This design comes from an exercise in tuning for small area on the open sky130 flow, not from production work. Only the layout flow was run in this run; the RTL was not checked for function there. Power figures rest on the tool's default switching activity, not on a simulated workload.

## design/flow/run.sh

```bash
#!/bin/bash
# synth_recipe.tcl (not shown) runs the flow's synth.tcl, then flattens the netlist and writes it again
# the make line also repeats each setting of config.mk as NAME=value (left out here)
make -C /OpenROAD-flow-scripts/flow DESIGN_CONFIG=/design/flow/config.mk WORK_HOME=/design/flow/orfs CLKGATE_MAP_FILE= SYNTH_SCRIPT=/design/flow/synth_recipe.tcl finish
```

## design/flow/config.mk

```make
export PLATFORM = sky130hd
export DESIGN_NAME = top_tx_srrc
export DESIGN_NICKNAME = top_tx_srrc
export VERILOG_FILES = /design/flow/design.v
export SDC_FILE = /design/flow/constraint.sdc
export NUM_CORES = 4
export LEC_CHECK = 0
export CAP_MARGIN = 20
export CORE_MARGIN = 2
export CORE_UTILIZATION = 40
export SLEW_MARGIN = 20
```

## design/flow/constraint.sdc

```tcl
create_clock -name core_clock -period 12.0 [get_ports {clock}]
set_input_delay 2.4000 -clock core_clock [delete_from_list [all_inputs] [get_ports {clock}]]
set_output_delay 2.4000 -clock core_clock [all_outputs]
set_load 0.01 [all_outputs]
```

## design/flow/design.v

```verilog
module prbsx
  #(
    parameter NB_PRBS         = 9         ,  
    parameter PRBS_LOW_ORDER  = 5  ,  
    parameter PRBS_HIGH_ORDER = 9 ,  
    parameter PRBS_SEED       = 9'h1AA        
	)
    (
    output    out_data  ,  
    input     in_enable ,  
    input     in_reset  ,  
    input     clock        
     );
   reg [NB_PRBS - 1 : 0] data;   
   assign                out_data = data[NB_PRBS-1];
   always @(posedge clock) begin:rnum
	  if(in_reset)
	    data <= PRBS_SEED;
      else 
        if(in_enable)
	      data <= {data[NB_PRBS-2 -: NB_PRBS-1], data[PRBS_HIGH_ORDER-1] ^ data[PRBS_LOW_ORDER-1]};
        else
          data <= data;
   end
endmodule  
module tx_fcsg
  #(
    parameter NB_PERIOD_COUNTER     = 10     ,  
    parameter LOG2_8MHZ             = 2             ,  
    parameter LOG2_1oTMHZ_QPSK      = 5         
    )
	(
    output reg  out_ctrl_valid_8MHz   ,  
    output reg  out_ctrl_valid_1oTMHz ,  
    input wire  in_reset              ,  
    input wire  clock                    
   );
   (* USE_DSP48="YES" *)
   reg [NB_PERIOD_COUNTER             - 1 : 0] period_counter     ;  
   wire [NB_PERIOD_COUNTER            - 1 : 0] limit_counter      ;  
   assign limit_counter = {{NB_PERIOD_COUNTER-LOG2_1oTMHZ_QPSK{1'b0}},{LOG2_1oTMHZ_QPSK{1'b1}}};
   always@(posedge clock) begin: countReg
      if(in_reset) begin
         period_counter <= {NB_PERIOD_COUNTER{1'b0}};
      end
      else begin
         if(period_counter == limit_counter)
             period_counter <= {NB_PERIOD_COUNTER{1'b0}};
         else
           period_counter <= period_counter + {{NB_PERIOD_COUNTER-1{1'b0}},{1'b1}};
        end
   end  
   always@(posedge clock) begin:OutModel
	  if(in_reset) begin
         out_ctrl_valid_8MHz          <= 1'b0;
         out_ctrl_valid_1oTMHz        <= 1'b0;
	  end
	  else begin
         out_ctrl_valid_8MHz   <= (period_counter[LOG2_8MHZ-1:0]  == {LOG2_8MHZ{1'b0}})  ? 1'b1 : 1'b0; 
         out_ctrl_valid_1oTMHz <= (period_counter[LOG2_1oTMHZ_QPSK-1:0] == {LOG2_1oTMHZ_QPSK{1'b0}})      ? 1'b1 : 1'b0;
      end
   end  
endmodule
module tx_srrc
  #(
    parameter NUM_COEF           = 512        ,  
    parameter DATA_BUFFER_LEN    = 8 ,  
    parameter NB_COEF            = 14         ,  
    parameter NBF_COEF           = 12        ,  
    parameter NB_OUT_SRRC        = 14          ,  
    parameter NBF_OUT_SRRC       = 12            
    )
    (
    output [NB_OUT_SRRC - 1 : 0]    out_srrc                ,  
    input                           in_srrc                 ,  
    input                           in_reset                ,  
    input                           in_enable               ,  
    input                           ctrl_valid_8MHz         ,  
    input                           ctrl_valid_1oTMHz       ,  
    input                           clock                      
     );
   localparam N_PARALLEL	    = 2                               ;  
   localparam NB_ROW			    = 6                               ;  
   localparam NB_COL			    = 3                               ;  
   localparam ROW_COEFF			 = NUM_COEF/DATA_BUFFER_LEN        ;  
   localparam NB_ACCUM_PROD    = NB_COEF + (DATA_BUFFER_LEN-1)   ;  
   localparam NBF_ACCUM_PROD   = NBF_COEF                        ;  
   localparam NBI_ACCUM_PROD   = NB_ACCUM_PROD - NBF_ACCUM_PROD  ;  
   localparam NBI_COEF         = NB_COEF - NBF_COEF              ;  
   localparam NBI_OUT_SRRC     = NB_OUT_SRRC - NBF_OUT_SRRC      ;  
   reg [DATA_BUFFER_LEN               - 1 : 0] 	 shift_inp_srrc		                   ;  
   reg [DATA_BUFFER_LEN               - 1 : 0] 	 shift_samp                             ;  
   wire                                          shift_samp_rew[N_PARALLEL - 1 : 0]     ;  
   wire [NUM_COEF*NB_COEF             - 1 : 0] 	 coeff_vec                              ;  
   wire [(DATA_BUFFER_LEN*NB_COEF)    - 1 : 0] 	 shift_coef[ROW_COEFF      - 1 : 0]     ;  
   wire signed [NB_ACCUM_PROD         - 1 : 0] 	 prod_sam_coef[N_PARALLEL  - 1 : 0]     ;  
   wire signed [NB_ACCUM_PROD         - 1 : 0] 	 accum_prod[N_PARALLEL     - 1 : 0]     ;  
   reg signed [NB_ACCUM_PROD          - 1 : 0] 	 r_accum_prod[N_PARALLEL   - 1 : 0]     ;  
   reg signed [NB_ACCUM_PROD          - 1 : 0] 	 r_srrc                                 ;  
   reg signed [NB_ACCUM_PROD          - 1 : 0] 	 r_srrc_tmp                             ;  
   wire                                          pos_sat                                ;  
   wire                                          neg_sat                                ;  
   reg [NB_ROW                        - 1 : 0] 	 ptr_row                                ;  
   reg [NB_COL                        - 1 : 0] 	 ptr_col                                ;  
   wire [NB_ROW                       - 1 : 0] 	 step                                   ;  
   integer                                       ptr_sum				                      ;  
assign coeff_vec = {
         {14'd8192},
           {14'd0},
           {14'd8192},
           {14'd0},
           {14'd4096},
           {14'd8192},
           {14'd0},
           {14'd8192},
           {14'd16382},
           {14'd9},
           {14'd16362},
           {14'd59},
           {14'd4094},
           {14'd16327},
           {14'd22},
           {14'd16376},
           {14'd16379},
           {14'd18},
           {14'd16338},
           {14'd121},
           {14'd4089},
           {14'd16271},
           {14'd43},
           {14'd16367},
           {14'd16376},
           {14'd28},
           {14'd16315},
           {14'd185},
           {14'd4080},
           {14'd16218},
           {14'd64},
           {14'd16359},
           {14'd16373},
           {14'd38},
           {14'd16290},
           {14'd251},
           {14'd4068},
           {14'd16167},
           {14'd84},
           {14'd16351},
           {14'd16369},
           {14'd48},
           {14'd16265},
           {14'd319},
           {14'd4052},
           {14'd16118},
           {14'd103},
           {14'd16343},
           {14'd16366},
           {14'd58},
           {14'd16240},
           {14'd389},
           {14'd4034},
           {14'd16072},
           {14'd122},
           {14'd16336},
           {14'd16363},
           {14'd69},
           {14'd16215},
           {14'd461},
           {14'd4011},
           {14'd16028},
           {14'd140},
           {14'd16329},
           {14'd16359},
           {14'd79},
           {14'd16189},
           {14'd534},
           {14'd3986},
           {14'd15986},
           {14'd157},
           {14'd16322},
           {14'd16355},
           {14'd90},
           {14'd16163},
           {14'd609},
           {14'd3957},
           {14'd15947},
           {14'd173},
           {14'd16316},
           {14'd16352},
           {14'd101},
           {14'd16137},
           {14'd685},
           {14'd3925},
           {14'd15910},
           {14'd188},
           {14'd16310},
           {14'd16348},
           {14'd112},
           {14'd16111},
           {14'd763},
           {14'd3890},
           {14'd15876},
           {14'd202},
           {14'd16305},
           {14'd16344},
           {14'd122},
           {14'd16085},
           {14'd842},
           {14'd3851},
           {14'd15844},
           {14'd216},
           {14'd16300},
           {14'd16340},
           {14'd133},
           {14'd16059},
           {14'd923},
           {14'd3810},
           {14'd15814},
           {14'd228},
           {14'd16295},
           {14'd16336},
           {14'd144},
           {14'd16033},
           {14'd1005},
           {14'd3765},
           {14'd15787},
           {14'd240},
           {14'd16291},
           {14'd16332},
           {14'd155},
           {14'd16007},
           {14'd1088},
           {14'd3718},
           {14'd15762},
           {14'd250},
           {14'd16287},
           {14'd16329},
           {14'd165},
           {14'd15981},
           {14'd1172},
           {14'd3668},
           {14'd15739},
           {14'd260},
           {14'd16284},
           {14'd16325},
           {14'd176},
           {14'd15956},
           {14'd1256},
           {14'd3615},
           {14'd15719},
           {14'd269},
           {14'd16281},
           {14'd16321},
           {14'd186},
           {14'd15931},
           {14'd1342},
           {14'd3559},
           {14'd15701},
           {14'd276},
           {14'd16278},
           {14'd16317},
           {14'd196},
           {14'd15907},
           {14'd1428},
           {14'd3501},
           {14'd15686},
           {14'd283},
           {14'd16276},
           {14'd16313},
           {14'd206},
           {14'd15883},
           {14'd1515},
           {14'd3440},
           {14'd15672},
           {14'd289},
           {14'd16274},
           {14'd16309},
           {14'd216},
           {14'd15860},
           {14'd1602},
           {14'd3377},
           {14'd15661},
           {14'd294},
           {14'd16272},
           {14'd16306},
           {14'd225},
           {14'd15838},
           {14'd1689},
           {14'd3311},
           {14'd15652},
           {14'd298},
           {14'd16271},
           {14'd16302},
           {14'd234},
           {14'd15816},
           {14'd1777},
           {14'd3244},
           {14'd15645},
           {14'd302},
           {14'd16270},
           {14'd16299},
           {14'd243},
           {14'd15795},
           {14'd1864},
           {14'd3174},
           {14'd15640},
           {14'd304},
           {14'd16269},
           {14'd16295},
           {14'd251},
           {14'd15775},
           {14'd1952},
           {14'd3102},
           {14'd15637},
           {14'd306},
           {14'd16269},
           {14'd16292},
           {14'd259},
           {14'd15756},
           {14'd2039},
           {14'd3028},
           {14'd15636},
           {14'd306},
           {14'd16269},
           {14'd16289},
           {14'd266},
           {14'd15739},
           {14'd2126},
           {14'd2953},
           {14'd15637},
           {14'd306},
           {14'd16270},
           {14'd16286},
           {14'd273},
           {14'd15722},
           {14'd2213},
           {14'd2876},
           {14'd15640},
           {14'd305},
           {14'd16271},
           {14'd16284},
           {14'd279},
           {14'd15707},
           {14'd2299},
           {14'd2797},
           {14'd15645},
           {14'd304},
           {14'd16272},
           {14'd16281},
           {14'd285},
           {14'd15693},
           {14'd2384},
           {14'd2717},
           {14'd15651},
           {14'd301},
           {14'd16273},
           {14'd16279},
           {14'd290},
           {14'd15680},
           {14'd2469},
           {14'd2635},
           {14'd15659},
           {14'd298},
           {14'd16275},
           {14'd16277},
           {14'd295},
           {14'd15669},
           {14'd2553},
           {14'd2553},
           {14'd15669},
           {14'd295},
           {14'd16277},
           {14'd16275},
           {14'd298},
           {14'd15659},
           {14'd2635},
           {14'd2469},
           {14'd15680},
           {14'd290},
           {14'd16279},
           {14'd16273},
           {14'd301},
           {14'd15651},
           {14'd2717},
           {14'd2384},
           {14'd15693},
           {14'd285},
           {14'd16281},
           {14'd16272},
           {14'd304},
           {14'd15645},
           {14'd2797},
           {14'd2299},
           {14'd15707},
           {14'd279},
           {14'd16284},
           {14'd16271},
           {14'd305},
           {14'd15640},
           {14'd2876},
           {14'd2213},
           {14'd15722},
           {14'd273},
           {14'd16286},
           {14'd16270},
           {14'd306},
           {14'd15637},
           {14'd2953},
           {14'd2126},
           {14'd15739},
           {14'd266},
           {14'd16289},
           {14'd16269},
           {14'd306},
           {14'd15636},
           {14'd3028},
           {14'd2039},
           {14'd15756},
           {14'd259},
           {14'd16292},
           {14'd16269},
           {14'd306},
           {14'd15637},
           {14'd3102},
           {14'd1952},
           {14'd15775},
           {14'd251},
           {14'd16295},
           {14'd16269},
           {14'd304},
           {14'd15640},
           {14'd3174},
           {14'd1864},
           {14'd15795},
           {14'd243},
           {14'd16299},
           {14'd16270},
           {14'd302},
           {14'd15645},
           {14'd3244},
           {14'd1777},
           {14'd15816},
           {14'd234},
           {14'd16302},
           {14'd16271},
           {14'd298},
           {14'd15652},
           {14'd3311},
           {14'd1689},
           {14'd15838},
           {14'd225},
           {14'd16306},
           {14'd16272},
           {14'd294},
           {14'd15661},
           {14'd3377},
           {14'd1602},
           {14'd15860},
           {14'd216},
           {14'd16309},
           {14'd16274},
           {14'd289},
           {14'd15672},
           {14'd3440},
           {14'd1515},
           {14'd15883},
           {14'd206},
           {14'd16313},
           {14'd16276},
           {14'd283},
           {14'd15686},
           {14'd3501},
           {14'd1428},
           {14'd15907},
           {14'd196},
           {14'd16317},
           {14'd16278},
           {14'd276},
           {14'd15701},
           {14'd3559},
           {14'd1342},
           {14'd15931},
           {14'd186},
           {14'd16321},
           {14'd16281},
           {14'd269},
           {14'd15719},
           {14'd3615},
           {14'd1256},
           {14'd15956},
           {14'd176},
           {14'd16325},
           {14'd16284},
           {14'd260},
           {14'd15739},
           {14'd3668},
           {14'd1172},
           {14'd15981},
           {14'd165},
           {14'd16329},
           {14'd16287},
           {14'd250},
           {14'd15762},
           {14'd3718},
           {14'd1088},
           {14'd16007},
           {14'd155},
           {14'd16332},
           {14'd16291},
           {14'd240},
           {14'd15787},
           {14'd3765},
           {14'd1005},
           {14'd16033},
           {14'd144},
           {14'd16336},
           {14'd16295},
           {14'd228},
           {14'd15814},
           {14'd3810},
           {14'd923},
           {14'd16059},
           {14'd133},
           {14'd16340},
           {14'd16300},
           {14'd216},
           {14'd15844},
           {14'd3851},
           {14'd842},
           {14'd16085},
           {14'd122},
           {14'd16344},
           {14'd16305},
           {14'd202},
           {14'd15876},
           {14'd3890},
           {14'd763},
           {14'd16111},
           {14'd112},
           {14'd16348},
           {14'd16310},
           {14'd188},
           {14'd15910},
           {14'd3925},
           {14'd685},
           {14'd16137},
           {14'd101},
           {14'd16352},
           {14'd16316},
           {14'd173},
           {14'd15947},
           {14'd3957},
           {14'd609},
           {14'd16163},
           {14'd90},
           {14'd16355},
           {14'd16322},
           {14'd157},
           {14'd15986},
           {14'd3986},
           {14'd534},
           {14'd16189},
           {14'd79},
           {14'd16359},
           {14'd16329},
           {14'd140},
           {14'd16028},
           {14'd4011},
           {14'd461},
           {14'd16215},
           {14'd69},
           {14'd16363},
           {14'd16336},
           {14'd122},
           {14'd16072},
           {14'd4034},
           {14'd389},
           {14'd16240},
           {14'd58},
           {14'd16366},
           {14'd16343},
           {14'd103},
           {14'd16118},
           {14'd4052},
           {14'd319},
           {14'd16265},
           {14'd48},
           {14'd16369},
           {14'd16351},
           {14'd84},
           {14'd16167},
           {14'd4068},
           {14'd251},
           {14'd16290},
           {14'd38},
           {14'd16373},
           {14'd16359},
           {14'd64},
           {14'd16218},
           {14'd4080},
           {14'd185},
           {14'd16315},
           {14'd28},
           {14'd16376},
           {14'd16367},
           {14'd43},
           {14'd16271},
           {14'd4089},
           {14'd121},
           {14'd16338},
           {14'd18},
           {14'd16379},
           {14'd16376},
           {14'd22},
           {14'd16327},
           {14'd4094},
           {14'd59},
           {14'd16362},
           {14'd9},
           {14'd16382}
           };
   generate
      genvar                ptr_row_c; 
      genvar                ptr_col_c; 
      for(ptr_row_c=0;ptr_row_c<ROW_COEFF;ptr_row_c=ptr_row_c+1) begin:gen_matrix_row
	     for(ptr_col_c=0;ptr_col_c<DATA_BUFFER_LEN;ptr_col_c=ptr_col_c+1) begin:gen_matrix_col
            assign shift_coef[ptr_row_c][(ptr_col_c+1)*NB_COEF-1 -: NB_COEF] = coeff_vec[(((ptr_row_c*DATA_BUFFER_LEN)+(ptr_col_c+1))*NB_COEF)-1 -: NB_COEF];
	     end
      end
   endgenerate
   always@(posedge clock) begin: shiftModel
      if(in_reset) begin
         shift_inp_srrc <= {DATA_BUFFER_LEN{1'b0}};
         shift_samp     <= {DATA_BUFFER_LEN{1'b0}};
      end
      else if(in_enable) begin
         if(ctrl_valid_1oTMHz==1'b1) begin
            shift_inp_srrc <= {{shift_inp_srrc[(DATA_BUFFER_LEN-1)-1 -: DATA_BUFFER_LEN-1]},in_srrc};   
	        shift_samp     <= shift_inp_srrc;
	     end
	     else begin
	        shift_inp_srrc <= shift_inp_srrc;
	        shift_samp     <= {{shift_samp[(DATA_BUFFER_LEN-N_PARALLEL)-1 -: (DATA_BUFFER_LEN-N_PARALLEL)]},
			                   {shift_samp[DATA_BUFFER_LEN-1 -: N_PARALLEL]}};
         end
      end  
      else begin
	     shift_inp_srrc <= shift_inp_srrc;
	     shift_samp     <= shift_samp;
      end  
   end  
   generate
      genvar          ptr_parallel;
      for(ptr_parallel=0; ptr_parallel<N_PARALLEL; ptr_parallel=ptr_parallel+1) begin:gen_regs
	     always@(posedge clock) begin
	        if(in_reset) begin
       	       r_accum_prod[ptr_parallel]   <= {NB_ACCUM_PROD{1'b0}}   ;
	        end
	        else begin
               if(in_enable) begin
		          if(ctrl_valid_8MHz==1'b1) begin
		             r_accum_prod[ptr_parallel]   <= {NB_ACCUM_PROD{1'b0}}   ;
		          end
		          else begin
		             r_accum_prod[ptr_parallel]   <=  accum_prod[ptr_parallel]   ;
		          end
               end  
	        end  
	     end  
      end  
   endgenerate
   always@(posedge clock) begin:ptrModels     
      if(in_reset) begin
         r_srrc         <= {NB_ACCUM_PROD{1'b0}}   ;
      end
      else begin
         if(in_enable) begin
	        if(ctrl_valid_8MHz==1'b1) begin
	           r_srrc        <= r_srrc_tmp;
	        end
	        else begin
	           r_srrc        <= r_srrc                              ;
	        end
         end  
         else begin
            r_srrc        <= r_srrc;
         end  
      end  
      if(in_reset) begin
         ptr_row       <= {NB_ROW{1'b0}};
         ptr_col       <= {NB_COL{1'b0}};
      end
      else if(in_enable) begin
	     if(ctrl_valid_1oTMHz==1'b1) begin
            ptr_row       <= {NB_ROW{1'b0}};
         end
         else if(ctrl_valid_8MHz==1'b1) begin
            ptr_row       <= ptr_row + step;
	     end
	     else begin
	        ptr_row       <= ptr_row;
         end
	     if(ctrl_valid_8MHz==1'b1) begin
	        ptr_col       <= {NB_COL{1'b0}}                ;
	     end
	     else begin
	        ptr_col       <= ptr_col + {{NB_COL-1{1'b0}},{1'b1}} ;
	     end
      end  
      else begin
         ptr_row       <= ptr_row;
         ptr_col       <= ptr_col;
      end  
   end  
   assign step  = {6'b01000};
   generate
      genvar ptr_parall;
      for(ptr_parall=0; ptr_parall<N_PARALLEL; ptr_parall=ptr_parall+1) begin:gen_prod_0_
         wire [NB_COL - 1 : 0] col_idx = N_PARALLEL*ptr_col+ptr_parall;
         assign prod_sam_coef[ptr_parall]  = {{NBI_ACCUM_PROD-NBI_COEF{shift_coef[ptr_row][((DATA_BUFFER_LEN-col_idx)*NB_COEF)-1]}},
					                          shift_coef[ptr_row][((DATA_BUFFER_LEN-col_idx)*NB_COEF)-1 -: NB_COEF]};
	      assign shift_samp_rew[ptr_parall] = shift_samp[DATA_BUFFER_LEN-ptr_parall-1];
         assign accum_prod[ptr_parall] = (shift_samp_rew[ptr_parall]) ? 
 					                     r_accum_prod[ptr_parall] - prod_sam_coef[ptr_parall] :
					                     r_accum_prod[ptr_parall] + prod_sam_coef[ptr_parall] ;
      end   
   endgenerate
   always@(*) begin
      r_srrc_tmp = {NB_ACCUM_PROD{1'b0}};
      for(ptr_sum=0; ptr_sum<N_PARALLEL; ptr_sum=ptr_sum+1) begin:gen_sum
	     r_srrc_tmp = r_srrc_tmp + accum_prod[ptr_sum];
      end
   end
   assign pos_sat   = (~r_srrc[NB_ACCUM_PROD-1]) &   (|r_srrc[NB_ACCUM_PROD-2 -: NBI_ACCUM_PROD-NBI_OUT_SRRC]);
   assign neg_sat   = ( r_srrc[NB_ACCUM_PROD-1]) & (~(&r_srrc[NB_ACCUM_PROD-2 -: NBI_ACCUM_PROD-NBI_OUT_SRRC]));
   assign out_srrc  = (pos_sat)?{{1'b0},{NB_OUT_SRRC-1{1'b1}}} :
		              (neg_sat)?{{1'b1},{NB_OUT_SRRC-1{1'b0}}} :
		              r_srrc[NBI_OUT_SRRC+NBF_ACCUM_PROD-1 -: NB_OUT_SRRC];
endmodule  
module top_tx_srrc #(
                     parameter NB_PRBS                 = 9,                   
                     parameter PRBS_LOW_ORDER          = 5,            
                     parameter PRBS_HIGH_ORDER         = 9,           
                     parameter PRBS_SEED_I             = 9'h1AA,              
                     parameter PRBS_SEED_Q             = 9'h1FE,              
                     parameter SRRC_TX_NUM_COEF        = 512,          
                     parameter SRRC_TX_DATA_BUFFER_LEN = 8,   
                     parameter NB_SRRC_TX_COEF         = 14,           
                     parameter NBF_SRRC_TX_COEF        = 12,          
                     parameter NB_SRRC_TX_OUT          = 14,            
                     parameter NBF_SRRC_TX_OUT         = 12            
                     )(
                      output [NB_SRRC_TX_OUT - 1 : 0]      o_data_i,                     
                      output [NB_SRRC_TX_OUT - 1 : 0]      o_data_q,                     
                      input                                i_prbs_enable,                
                      input                                i_enable_srrc,                
                      input                                i_soft_reset,                 
                      input                                clock                         
                   );
   wire                              fcsg_ctrl_valid_8MHz;        
   wire                              fcsg_ctrl_valid_1oTMHz;      
   wire                              prbsi_data;                  
   wire                              prbsq_data;                  
   reg                               prbs_enable;                 
   reg                               enable_srrc;                 
   reg                               soft_reset;                  
   always@(posedge clock) begin: regInput
      prbs_enable            <= i_prbs_enable;
      enable_srrc            <= i_enable_srrc;
      soft_reset             <= ~i_soft_reset;
   end
   prbsx #(
           .NB_PRBS         (NB_PRBS        ),
           .PRBS_LOW_ORDER  (PRBS_LOW_ORDER ),
           .PRBS_HIGH_ORDER (PRBS_HIGH_ORDER),
           .PRBS_SEED       (PRBS_SEED_I    )
	         )
   u_prbsx_ber_I(
                 .out_data  (prbsi_data                          ),
                 .in_enable (prbs_enable & fcsg_ctrl_valid_1oTMHz),
                 .in_reset  (soft_reset                          ),
                 .clock     (clock                               )
                 );
   prbsx #(
           .NB_PRBS         (NB_PRBS        ),
           .PRBS_LOW_ORDER  (PRBS_LOW_ORDER ),
           .PRBS_HIGH_ORDER (PRBS_HIGH_ORDER),
           .PRBS_SEED       (PRBS_SEED_Q    )
	         )
   u_prbsx_ber_Q(
                 .out_data  (prbsq_data                          ),
                 .in_enable (prbs_enable & fcsg_ctrl_valid_1oTMHz),
                 .in_reset  (soft_reset                          ),
                 .clock     (clock                               )
                 );
   tx_srrc #(
             .NUM_COEF                     (SRRC_TX_NUM_COEF                  ),
             .DATA_BUFFER_LEN              (SRRC_TX_DATA_BUFFER_LEN           ),
             .NB_COEF                      (NB_SRRC_TX_COEF                   ),
             .NBF_COEF                     (NBF_SRRC_TX_COEF                  ),
             .NB_OUT_SRRC                  (NB_SRRC_TX_OUT                    ),
             .NBF_OUT_SRRC                 (NBF_SRRC_TX_OUT                   )
             )
   u_tx_srrc_I(
               .out_srrc                  (o_data_i                          ),
               .in_srrc                   (prbsi_data                        ),
               .in_reset                  (soft_reset                        ),
               .in_enable                 (enable_srrc                       ),
               .ctrl_valid_8MHz           (fcsg_ctrl_valid_8MHz              ),
               .ctrl_valid_1oTMHz         (fcsg_ctrl_valid_1oTMHz            ),
               .clock                     (clock                             )
               );
   tx_srrc #(
             .NUM_COEF                     (SRRC_TX_NUM_COEF                  ),
             .DATA_BUFFER_LEN              (SRRC_TX_DATA_BUFFER_LEN           ),
             .NB_COEF                      (NB_SRRC_TX_COEF                   ),
             .NBF_COEF                     (NBF_SRRC_TX_COEF                  ),
             .NB_OUT_SRRC                  (NB_SRRC_TX_OUT                    ),
             .NBF_OUT_SRRC                 (NBF_SRRC_TX_OUT                   )
             )
   u_tx_srrc_Q(
               .out_srrc                  (o_data_q                          ),
               .in_srrc                   (prbsq_data                        ),
               .in_reset                  (soft_reset                        ),
               .in_enable                 (enable_srrc                       ),
               .ctrl_valid_8MHz           (fcsg_ctrl_valid_8MHz              ),
               .ctrl_valid_1oTMHz         (fcsg_ctrl_valid_1oTMHz            ),
               .clock                     (clock                             )
               );
   tx_fcsg
     u_tx_fcsg(
               .out_ctrl_valid_8MHz     (fcsg_ctrl_valid_8MHz  ),
               .out_ctrl_valid_1oTMHz   (fcsg_ctrl_valid_1oTMHz),
               .in_reset                (soft_reset            ),
               .clock                   (clock                 )
               );
endmodule  
```

==> flow_summary_export.csv <==
group,metric,value,unit
outcome,status,"timing/DRC/antenna clean",
synthesis,synth_compound_area_share,37.23,%
global_route,grt_pass1_wl,174600,um
synthesis,synth_top_family_by_area,"compound AO/OA/AOI/OAI gates",
floorplanning,dieArea,68310,um^2
final_layout,fill_cells,7060,
setup_path,end_kind,"register",
synthesis,yosysTopAreaCell,"dfxtp_1",
floorplanning,start_util,40.37,%
synthesis,synthMuxAreaShare,1.464,%
final_layout,final_util,42.17,%
route,via_count,31070,
synthesis,yosysWarnings,6,
timing,finalSetupViolCount,0,
clock_tree,htree_levels,1,
clock_tree,clock-sinks,201,
global_route,antenna_found_initial,3,
clock_tree,path_clk_slew,60,ps
timing,fmax,106.0,MHz
power_and_ir_drop,power_density,285.5,nW/um^2
place,gp_congestion,1.054,
timing,tightest_slew,1308,ps
global_route,gr-total-overflow,0,
synthesis,synth-edff-count,0,
route,dr.pass1.iters,10,
power_and_ir_drop,total_leakage_power,10.20,nW
setup_path,crit_type,"register to register",
floorplanning,num_rows,94,
route,post-route-drc-count,0,
route,via_per_inst,6.802,
clock_tree,cts_buffers,23,
setup_path,slowest_stage,"nor2b_1",
job,maxCapViolCount,0,
place,dp.cells,4524,
timing,post-route-min-period,9432,ps
clock_tree,clockRootBuffer,"clkbuf_16",
timing,hold_viol_final,0,
synthesis,synth.yosys.seq_area_share,15.19,%
setup_path,cpMostUsedCell,"a2111oi_0",
route,wl,116200,um
final_layout,final-instance-count-excl-fill,4568,
synthesis,synth-simple-area-share,23.96,%
final_layout,regArea,4054,um^2
clock_tree,clockBufferDepth,3,
timing,fin_tns_setup,0,ps
clock_tree,clk_latency,540,ps
setup_path,crit_path_start_kind,"register",
timing,slew_violations,0,
timing,clock_skew,15.57,ps
synthesis,syn_inst,3916,
synthesis,ys_ff_latch,201,
synthesis,synthAdderAreaFrac,7.292,%
final_layout,nets,3840,
floorplanning,core_area,65630,um^2
global_route,grt_use_total,32.53,%
final_layout,final_cell_area,27680,um^2
final_layout,drive_gt1_share,6.211,%
timing,rsz0062_at_grt,"no",
synthesis,synth.top_cell.area_share,15.19,%
place,dpl_cell_area,26860,um^2
final_layout,area_delta_synth_final,4.463,%
clock_tree,cts_tree,"built",
power_and_ir_drop,ir_drop,0.0002107,V
hold_path,hold_class,"register to register",
route,ant_nets,0,
route,drtIter0Drc,5231,
clock_tree,cts-resized-gates,0,
timing,hold_slack,454.4,ps
place,dpl.hpwl,76690,um
synthesis,synthTopCellsByArea,"dfxtp_1 15%, a21oi_1 8.9%, ha_1 6.8%",
synthesis,synthArstFlopShare,0,%
setup_path,crit_required,12420,ps
place,io_buffers,31,
synthesis,synth_flop_cell,"dfxtp_1",
synthesis,syn_area_per_cell,6.766,um^2
synthesis,synthXorXnorAreaFrac,6.772,%
clock_tree,post-cts-setup-buffers,0,
setup_path,critPathMaxStageDelay,780,ps
setup_path,cp_max_fo,40,
floorplanning,die_h,261.4,um
timing,fin_crit_sh,78.60,%
synthesis,synth_nets,4070,
global_route,grt_pass1_vias,28510,
route,wl_per_cell,25.43,um
synthesis,syn_area,26490,um^2
synthesis,yosysUniqueCellTypes,110,
clock_tree,ctsHoldBuffers,0,
setup_path,cp.arrival,9850,ps
floorplanning,io-pin-count,32,
final_layout,multi_input_area,20370,um^2
global_route,grt_max_degree,156,
timing,relSlewSlack,12.61,%
floorplanning,die_w,261.4,um
==> path summary, 6_finish.rpt <==
check,slack (ps),from,end,cells past startpoint
hold / removal,450,u_tx_srrc_Q.r_srrc[4],u_tx_srrc_Q.r_srrc[4],2
hold reg to reg,450,u_tx_srrc_Q.r_srrc[4],u_tx_srrc_Q.r_srrc[4],2
setup / recovery,2570,u_tx_srrc_I.ptr_col[0],u_tx_srrc_I.r_srrc[20],31
setup reg to reg,2570,u_tx_srrc_I.ptr_col[0],u_tx_srrc_I.r_srrc[20],31
==> area by class of cell <==
type	instances	area share, %
multi-input combinational	3246	73.60
sequential	201	14.65
tap	864	3.906
timing repair buffer	126	3.734
clock buffer	30	2.396
inverter	88	1.193
clock inverter	12	0.5109
antenna	1	0.009042
==> state kept, by name, summed over array words and instances (netlist names), 2 cells and up <==
register and count:
u_prbsx_ber_I.data 9, u_prbsx_ber_Q.data 9, u_tx_fcsg.period_counter 10, u_tx_srrc_I.ptr_col 2
u_tx_srrc_I.ptr_row 3, u_tx_srrc_I.r_accum_prod 42, u_tx_srrc_I.r_srrc 21, u_tx_srrc_I.shift_inp_srrc 8
u_tx_srrc_I.shift_samp 8, u_tx_srrc_Q.ptr_col 2, u_tx_srrc_Q.ptr_row 3, u_tx_srrc_Q.r_accum_prod 42
u_tx_srrc_Q.r_srrc 21, u_tx_srrc_Q.shift_inp_srrc 8, u_tx_srrc_Q.shift_samp 8
==> cells by family after synthesis <==
group | after synthesis
adders and majority gates | 151
buffers and inverters | 469
xor gates and xnor gates | 193
muxes | 37
DFF | 201
and+or+nand+nor | 1321
AOI/OAI and AO/OA | 1544
==> layout by cell type (no fill, tap or decap), types with 62 or more instances in the layout <==
cell	count
a21oi_1	473
o22ai_1	62
a31oi_1	63
nand3_1	89
nor2b_1	127
xnor2_1	124
nor3_1	95
buf_4	93
dfxtp_1	191
ha_1	140
o21ai_0	343
nand2_1	356
inv_1	83
a211oi_1	86
nor2_1	383
==> critical path, delay by kind of cell, from the launching register on <==
family / cells / cell delay, ps
flip-flops: 1 / 480
AO/OA/AOI/OAI: 13 / 3610
XOR/XNOR: 2 / 370
AND/OR/NAND/NOR: 10 / 2830
adder cells (fa/ha/maj): 3 / 1110
buffers and inverters: 3 / 870
==> synthesized netlist by cell type (19+ instances only) <==
cell       instances
a2111oi_0         26
a211oi_1          86
a21o_1            36
a21oi_1          473
a221oi_1          37
a22oi_1           38
a311oi_1          25
a31oi_1           63
and2_1            31
and3_1            24
buf_1             26
buf_2            104
buf_4             28
clkbuf_1         201
dfxtp_1          201
ha_1             144
inv_1             83
mux2i_1           32
nand2_1          356
nand2b_1          51
nand3_1           89
nand3b_1          24
nor2_1           384
nor2b_1          128
nor3_1            95
nor4_1            20
o211ai_1          47
o21a_1            48
o21ai_0          343
o221ai_1          22
o22ai_1           62
o311ai_0          22
o31ai_1           29
or2_2             24
or3_1             19
xnor2_1          125
xor2_1            59
==> where the power goes <==
group / switching (mW) / total (mW) / internal [mW]
registers: 0.114 / 0.936 / 0.822
clock network: 0.318 / 0.755 / 0.437
logic: 3.59 / 6.21 / 2.62
==> metrics by stage <==
stage                     setup WS, ps  total power, mW
after detailed placement          2976            7.006
after global placement            2956            7.009
final                             2568            7.902
after global routing              1924            8.592
after CTS                         2897            7.825
after floorplan                   3584            5.379
==> metal layers <==
metal,vias up,share of wire (%),track usage (%)
li1,13980,-,-
met4,2,7.3,19.57
met3,628,12,8.691
met1,14290,39,42.07
met5,-,0.011,0
met2,2176,41,48.20

-- port drivers added, routing unchanged --
In the flow no input, the clock included, has a driving cell. The finished layout below was timed again as built, in two steps.
Step 1 sets driving cells, clkbuf_16 on the clock port and buf_2 on the other inputs (assumed; they add their load-dependent delay and slew).
Step 2 also shifts input and output timing later by t, the mid clock arrival at the registers, as if the neighbouring blocks saw the same clock.
Slacks: no drivers / after step 1 / after step 2; pairs: no drivers / after step 1.
shift t [ns]: 0.594
slack for setup (ns): 2.568 / 2.568 / 2.568
hold slack, ns: 0.454 / 0.454 / 0.454
clock arrival spread, ns: 0.018 / 0.018
After both steps this run still meets setup and hold. For this run, drivers alone change the setup slack by 0.000 ns; drivers and shift together by 0.000 ns.
